This is an optimization exercise on Yosys and OpenROAD, whose aim is small area and a short achievable clock period, not a production implementation.
Only simulation tests tie the RTL to the original design; equivalence was not proved.
Power and IR drop assume default switching activity.

==> inputs of zinc <==
==> flow/design.v <==
module pri_encoder (
    input  [119:0] ne,
    output         match,
    output [3:0]   num_match_low,
    output [3:0]   num_match_2nd_low
);
reg [15:0] r, c;
reg [16:0] ng;
reg [15:0] pc;
integer i, j;
always @(*) begin
    r = 16'd0;
    for (i = 0; i < 16; i = i + 1)
        for (j = i + 1; j < 16; j = j + 1)
            r[i] = r[i] | ~ne[i*15 - i*(i-1)/2 + (j-i-1)];
    ng[0] = 1'b0;
    for (i = 1; i < 17; i = i + 1)
        ng[i] = ng[i-1] | r[i-1];
    c = 16'd0;
    for (i = 0; i < 16; i = i + 1)
        for (j = i + 1; j < 16; j = j + 1)
            c[j] = c[j] | ~(ng[i] | ne[i*15 - i*(i-1)/2 + (j-i-1)]);
    pc[0] = 1'b0;
    for (j = 1; j < 16; j = j + 1)
        pc[j] = pc[j-1] | c[j-1];
end
assign match = ng[16];
assign num_match_low[3] = ~ng[8] & ng[16];
assign num_match_low[2] = (~ng[4] & ng[8]) | (~ng[12] & ng[16]);
assign num_match_low[1] = (~ng[2] & ng[4]) | (~ng[6] & ng[8]) |
                          (~ng[10] & ng[12]) | (~ng[14] & ng[16]);
assign num_match_low[0] = (~ng[1] & ng[2]) | (~ng[3] & ng[4]) |
                          (~ng[5] & ng[6]) | (~ng[7] & ng[8]) |
                          (~ng[9] & ng[10]) | (~ng[11] & ng[12]) |
                          (~ng[13] & ng[14]) | (~ng[15] & ng[16]);
wire pc16 = match;
assign num_match_2nd_low[3] = ~pc[8] & pc16;
assign num_match_2nd_low[2] = (~pc[4] & pc[8]) | (~pc[12] & pc16);
assign num_match_2nd_low[1] = (~pc[2] & pc[4]) | (~pc[6] & pc[8]) |
                              (~pc[10] & pc[12]) | (~pc[14] & pc16);
assign num_match_2nd_low[0] = (~pc[1] & pc[2]) | (~pc[3] & pc[4]) |
                              (~pc[5] & pc[6]) | (~pc[7] & pc[8]) |
                              (~pc[9] & pc[10]) | (~pc[11] & pc[12]) |
                              (~pc[13] & pc[14]) | (~pc[15] & pc16);
endmodule
module compare15 (
    input  [7:0] a,
    input  [7:0] b,
    output       ne
);
assign ne = (a != b);
endmodule
module compare_top (
    input  [127:0] in_data,
    output [119:0] ne
);
genvar i, j;
generate
    for (i = 0; i < 16; i = i + 1) begin : row
        for (j = i + 1; j < 16; j = j + 1) begin : col
            compare15 c (.a(in_data[8*i +: 8]), .b(in_data[8*j +: 8]),
                         .ne(ne[i*15 - i*(i-1)/2 + (j-i-1)]));
        end
    end
endgenerate
endmodule
module dup_finder (
    input          clk,
    input  [127:0] in_data,
    output reg     match,
    output reg [3:0] num_match_low,
    output reg [3:0] num_match_2nd_low
);
wire [119:0] ne_c;
reg  [119:0] ne_q;
wire         match_c;
wire [3:0]   low_c, low2_c;
compare_top cmptp (.in_data(in_data), .ne(ne_c));
always @(posedge clk)
    ne_q <= ne_c;
pri_encoder prienc (
    .ne(ne_q), .match(match_c), .num_match_low(low_c), .num_match_2nd_low(low2_c)
);
always @(posedge clk) begin
    match             <= match_c;
    num_match_low     <= low_c;
    num_match_2nd_low <= low2_c;
end
endmodule
==> flow/run.sh <==
#!/bin/bash
# synth_recipe.tcl (not shown) runs the flow's synth.tcl, then flattens the netlist and writes it again
# the make line also repeats each setting of config.mk as NAME=value (left out here)
make -C /OpenROAD-flow-scripts/flow DESIGN_CONFIG=/design/flow/config.mk WORK_HOME=/design/flow/orfs CLKGATE_MAP_FILE= SYNTH_SCRIPT=/design/flow/synth_recipe.tcl finish
==> flow/config.mk <==
export PLATFORM = sky130hd
export DESIGN_NAME = dup_finder
export DESIGN_NICKNAME = dup_finder
export VERILOG_FILES = /design/flow/design.v
export SDC_FILE = /design/flow/constraint.sdc
export NUM_CORES = 4
export LEC_CHECK = 0
export CAP_MARGIN = 20
export CORE_MARGIN = 2
export CORE_UTILIZATION = 30
export PLACE_DENSITY = 0.6
export SETUP_SLACK_MARGIN = 3.2
export SLEW_MARGIN = 20
export SYNTH_HIERARCHICAL = 1
==> flow/constraint.sdc <==
create_clock -name core_clock -period 5.5 [get_ports {clk}]
set_input_delay 1.1000 -clock core_clock [delete_from_list [all_inputs] [get_ports {clk}]]
set_output_delay 1.1000 -clock core_clock [all_outputs]
set_load 0.01 [all_outputs]
==> inputs of umber, as changes to zinc <==
==> flow/design.v, changed modules only <==
module pri_encoder (
    input  [119:0] eq,
    input  [14:0]  any,
    output         match,
    output [3:0]   num_match_low,
    output [3:0]   num_match_2nd_low
);
function [4:0] lod16(input [15:0] v);
    reg [7:0] a1, i1;
    reg [3:0] a2;
    reg [7:0] i2;
    reg [1:0] a3;
    reg [5:0] i3;
    integer k;
    begin
        for (k = 0; k < 8; k = k + 1) begin
            a1[k] = v[2*k] | v[2*k+1];
            i1[k] = ~v[2*k];
        end
        for (k = 0; k < 4; k = k + 1) begin
            a2[k] = a1[2*k] | a1[2*k+1];
            i2[2*k +: 2] = a1[2*k] ? {1'b0, i1[2*k]} : {1'b1, i1[2*k+1]};
        end
        for (k = 0; k < 2; k = k + 1) begin
            a3[k] = a2[2*k] | a2[2*k+1];
            i3[3*k +: 3] = a2[2*k] ? {1'b0, i2[4*k +: 2]} : {1'b1, i2[4*k+2 +: 2]};
        end
        lod16 = {a3[0] | a3[1], a3[0] ? {1'b0, i3[2:0]} : {1'b1, i3[5:3]}};
    end
endfunction
reg [15:0] r;
reg [16:0] ng;
reg [3:0]  jrow [0:15];
reg [3:0]  hi;
reg [15:0] row;
reg [4:0]  l;
integer i, j;
always @(*) begin
    for (i = 0; i < 16; i = i + 1) begin
        row = 16'd0;
        for (j = i + 1; j < 16; j = j + 1)
            row[j] = eq[i*15 - i*(i-1)/2 + (j-i-1)];
        l = lod16(row);
        jrow[i] = l[3:0];
    end
    r = {1'b0, any};
    ng[0] = 1'b0;
    for (i = 1; i < 17; i = i + 1)
        ng[i] = ng[i-1] | r[i-1];
    hi = 4'd0;
    for (i = 0; i < 16; i = i + 1)
        hi = hi | ({4{r[i] & ~ng[i]}} & jrow[i]);
end
assign match = ng[16];
assign num_match_low[3] = ~ng[8] & ng[16];
assign num_match_low[2] = (~ng[4] & ng[8]) | (~ng[12] & ng[16]);
assign num_match_low[1] = (~ng[2] & ng[4]) | (~ng[6] & ng[8]) |
                          (~ng[10] & ng[12]) | (~ng[14] & ng[16]);
assign num_match_low[0] = (~ng[1] & ng[2]) | (~ng[3] & ng[4]) |
                          (~ng[5] & ng[6]) | (~ng[7] & ng[8]) |
                          (~ng[9] & ng[10]) | (~ng[11] & ng[12]) |
                          (~ng[13] & ng[14]) | (~ng[15] & ng[16]);
assign num_match_2nd_low = hi;
endmodule
module compare15 (
    input  [7:0] a,
    input  [7:0] b,
    output       eq
);
assign eq = (a == b);
endmodule
module compare_top (
    input  [127:0] in_data,
    output [119:0] eq,
    output [14:0]  any
);
genvar i, j;
generate
    for (i = 0; i < 16; i = i + 1) begin : row
        for (j = i + 1; j < 16; j = j + 1) begin : col
            compare15 c (.a(in_data[8*i +: 8]), .b(in_data[8*j +: 8]),
                         .eq(eq[i*15 - i*(i-1)/2 + (j-i-1)]));
        end
        if (i < 15) begin : rany
            assign any[i] = |eq[i*15 - i*(i-1)/2 +: 15 - i];
        end
    end
endgenerate
endmodule
module dup_finder (
    input          clk,
    input  [127:0] in_data,
    output reg     match,
    output reg [3:0] num_match_low,
    output reg [3:0] num_match_2nd_low
);
wire [119:0] eq_c;
wire [14:0]  any_c;
reg  [119:0] eq_q;
reg  [14:0]  any_q;
wire         match_c;
wire [3:0]   low_c, low2_c;
compare_top cmptp (.in_data(in_data), .eq(eq_c), .any(any_c));
always @(posedge clk) begin
    eq_q  <= eq_c;
    any_q <= any_c;
end
pri_encoder prienc (
    .eq(eq_q), .any(any_q),
    .match(match_c), .num_match_low(low_c), .num_match_2nd_low(low2_c)
);
always @(posedge clk) begin
    match             <= match_c;
    num_match_low     <= low_c;
    num_match_2nd_low <= low2_c;
end
endmodule
==> flow/flow/run.sh (new file) <==
#!/bin/bash
# The standard layout (standard.sh), except that the input and output
# ports are buffered with sky130_fd_sc_hd__buf_1 cells, which timing repair
# then sizes as needed, instead of the delay-cell buffers buffer_ports picks
# by default. Every port still gets its own buffer.
set -euo pipefail
export BUFFER_PORTS_ARGS="-buffer_cell sky130_fd_sc_hd__buf_1"
bash standard.sh > standard_make.log 2>&1
==> flow/standard.sh (new file) <==
#!/bin/bash
# synth_recipe.tcl (not shown) runs the flow's synth.tcl, then flattens the netlist and writes it again
# the make line also repeats each setting of config.mk as NAME=value (left out here)
make -C /OpenROAD-flow-scripts/flow DESIGN_CONFIG=/design/flow/config.mk WORK_HOME=/design/flow/orfs CLKGATE_MAP_FILE= SYNTH_SCRIPT=/design/flow/synth_recipe.tcl "${@:-finish}"
- CTS_BUF_LIST: unset -> sky130_fd_sc_hd__clkbuf_8
- SETUP_SLACK_MARGIN: 3.2 -> 3.4
removed: flow/run.sh
==> inputs of ember, as changes to zinc <==
==> flow/design.v, changed modules only <==
module pri_encoder (
    input  [104:0] eq,
    input  [14:0]  any,
    output         match,
    output [3:0]   num_match_low,
    output [3:0]   num_match_2nd_low
);
function [4:0] lod16(input [15:0] v);
    reg [7:0] a1, i1;
    reg [3:0] a2;
    reg [7:0] i2;
    reg [1:0] a3;
    reg [5:0] i3;
    integer k;
    begin
        for (k = 0; k < 8; k = k + 1) begin
            a1[k] = v[2*k] | v[2*k+1];
            i1[k] = ~v[2*k];
        end
        for (k = 0; k < 4; k = k + 1) begin
            a2[k] = a1[2*k] | a1[2*k+1];
            i2[2*k +: 2] = a1[2*k] ? {1'b0, i1[2*k]} : {1'b1, i1[2*k+1]};
        end
        for (k = 0; k < 2; k = k + 1) begin
            a3[k] = a2[2*k] | a2[2*k+1];
            i3[3*k +: 3] = a2[2*k] ? {1'b0, i2[4*k +: 2]} : {1'b1, i2[4*k+2 +: 2]};
        end
        lod16 = {a3[0] | a3[1], a3[0] ? {1'b0, i3[2:0]} : {1'b1, i3[5:3]}};
    end
endfunction
reg [15:0] r;
reg [16:0] ng;
reg [3:0]  jrow [0:15];
reg [3:0]  hi;
reg [15:0] row;
reg [4:0]  l;
integer i, j;
always @(*) begin
    for (i = 0; i < 16; i = i + 1) begin
        row = 16'd0;
        for (j = i + 1; j < 15; j = j + 1)
            row[j] = eq[i*14 - i*(i-1)/2 + (j-i-1)];
        row[15] = 1'b1;
        l = lod16(row);
        jrow[i] = l[3:0];
    end
    r = {1'b0, any};
    ng[0] = 1'b0;
    for (i = 1; i < 17; i = i + 1)
        ng[i] = ng[i-1] | r[i-1];
    hi = 4'd0;
    for (i = 0; i < 16; i = i + 1)
        hi = hi | ({4{r[i] & ~ng[i]}} & jrow[i]);
end
assign match = ng[16];
assign num_match_low[3] = ~ng[8] & ng[16];
assign num_match_low[2] = (~ng[4] & ng[8]) | (~ng[12] & ng[16]);
assign num_match_low[1] = (~ng[2] & ng[4]) | (~ng[6] & ng[8]) |
                          (~ng[10] & ng[12]) | (~ng[14] & ng[16]);
assign num_match_low[0] = (~ng[1] & ng[2]) | (~ng[3] & ng[4]) |
                          (~ng[5] & ng[6]) | (~ng[7] & ng[8]) |
                          (~ng[9] & ng[10]) | (~ng[11] & ng[12]) |
                          (~ng[13] & ng[14]) | (~ng[15] & ng[16]);
assign num_match_2nd_low = hi;
endmodule
module compare15 (
    input  [7:0] a,
    input  [7:0] b,
    output       eq
);
assign eq = (a == b);
endmodule
module compare_top (
    input  [127:0] in_data,
    output [119:0] eq,
    output [14:0]  any
);
genvar i, j;
generate
    for (i = 0; i < 16; i = i + 1) begin : row
        for (j = i + 1; j < 16; j = j + 1) begin : col
            compare15 c (.a(in_data[8*i +: 8]), .b(in_data[8*j +: 8]),
                         .eq(eq[i*15 - i*(i-1)/2 + (j-i-1)]));
        end
        if (i < 15) begin : rany
            assign any[i] = |eq[i*15 - i*(i-1)/2 +: 15 - i];
        end
    end
endgenerate
endmodule
module dup_finder (
    input          clk,
    input  [127:0] in_data,
    output reg     match,
    output reg [3:0] num_match_low,
    output reg [3:0] num_match_2nd_low
);
wire [119:0] eq_c;
wire [14:0]  any_c;
reg  [104:0] eq_q;
reg  [14:0]  any_q;
wire         match_c;
wire [3:0]   low_c, low2_c;
compare_top cmptp (.in_data(in_data), .eq(eq_c), .any(any_c));
genvar i, j;
generate
    for (i = 0; i < 14; i = i + 1) begin : row
        for (j = i + 1; j < 15; j = j + 1) begin : col
            always @(posedge clk)
                eq_q[i*14 - i*(i-1)/2 + (j-i-1)] <= eq_c[i*15 - i*(i-1)/2 + (j-i-1)];
        end
    end
endgenerate
always @(posedge clk)
    any_q <= any_c;
pri_encoder prienc (
    .eq(eq_q), .any(any_q),
    .match(match_c), .num_match_low(low_c), .num_match_2nd_low(low2_c)
);
always @(posedge clk) begin
    match             <= match_c;
    num_match_low     <= low_c;
    num_match_2nd_low <= low2_c;
end
endmodule
==> flow/flow/run.sh (new file) <==
#!/bin/bash
# The standard layout (standard.sh), except that the input and output
# ports are buffered with sky130_fd_sc_hd__buf_4 cells instead of the
# delay-cell buffers buffer_ports picks by default: each input drives
# fifteen comparators, and a stronger port buffer leaves timing repair less
# to do. Every port still gets its own buffer.
set -euo pipefail
export BUFFER_PORTS_ARGS="-buffer_cell sky130_fd_sc_hd__buf_4"
bash standard.sh > standard_make.log 2>&1
==> flow/standard.sh (new file) <==
#!/bin/bash
# synth_recipe.tcl (not shown) runs the flow's synth.tcl, then flattens the netlist and writes it again
# the make line also repeats each setting of config.mk as NAME=value (left out here)
make -C /OpenROAD-flow-scripts/flow DESIGN_CONFIG=/design/flow/config.mk WORK_HOME=/design/flow/orfs CLKGATE_MAP_FILE= SYNTH_SCRIPT=/design/flow/synth_recipe.tcl "${@:-finish}"
- CTS_BUF_LIST: unset -> sky130_fd_sc_hd__clkbuf_8
- GPL_TIMING_DRIVEN: unset -> 0
- SETUP_SLACK_MARGIN: 3.2 -> 3.4
removed: flow/run.sh
==> summary of the runs <==
- Area after synthesis: zinc is smaller than ember (about 1.8%).
- Maximum frequency, lowest first: zinc, umber, ember.
- Sequential cell count is the same in zinc and umber.
- Of zinc and umber, zinc has the higher routed wire length (gap 2.7%, measured against umber).
- Die area is the same in umber and ember.
==> figures <==
item	zinc	umber	ember
Outcome	complete, no violations	complete, no violations	complete, no violations
GR Layer Usage met2	39.48%	38.56%	38.34%
Floorplan die height	222.3 µm	224.4 µm	224.4 µm
Area share of buffers outside the clock network	8.953%	10.41%	6.586%
Endpoint of the worst-slack reg-to-reg timing path	num_match_2nd_low[2]	num_match_2nd_low[2]	num_match_2nd_low[1]
Combined global-route utilization of all metal layers	24.83%	24.01%	23.08%
Combinational logic power	0.00141 W	0.00149 W	0.00145 W
Smallest setup slack after layout	2829 ps	3411 ps	3439 ps
Endpoint of the worst setup timing path	num_match_2nd_low[2]	any_q[0]	any_q[1]
Gate power share	39.8%	44.6%	45.8%
Cells resized by post-CTS repair	429	104	2

==> port drivers added, routing unchanged <==
The flow's constraints put no driver on any port. The routed layouts listed below were extracted and timed again, unchanged, in two steps.
Step 1, drivers: a clkbuf_16 drives clk and a buf_2 each remaining input, both assumed.
Step 2 times the ports against the registers' clock, not the clock port: input delays grow and output delays shrink by t, the midpoint of the rising clock arrivals with the driver on.
Three values: ideal, step 1, step 2; two values: the first two.
| run | t, ns | setup slack, ns | cell pins on the clock port's net |
|---|---|---|---|
| zinc | 0.483 | 2.829 / 2.829 / 2.656 | 1 |
| umber | 0.488 | 3.411 / 3.403 / 2.945 | 1 |
| ember | 0.490 | 3.439 / 3.436 / 2.963 | 1 |
After both steps setup and hold are still met in every run listed. For ember, which loses most, drivers alone change the setup slack by -0.003 ns; drivers and shift together by -0.476 ns.
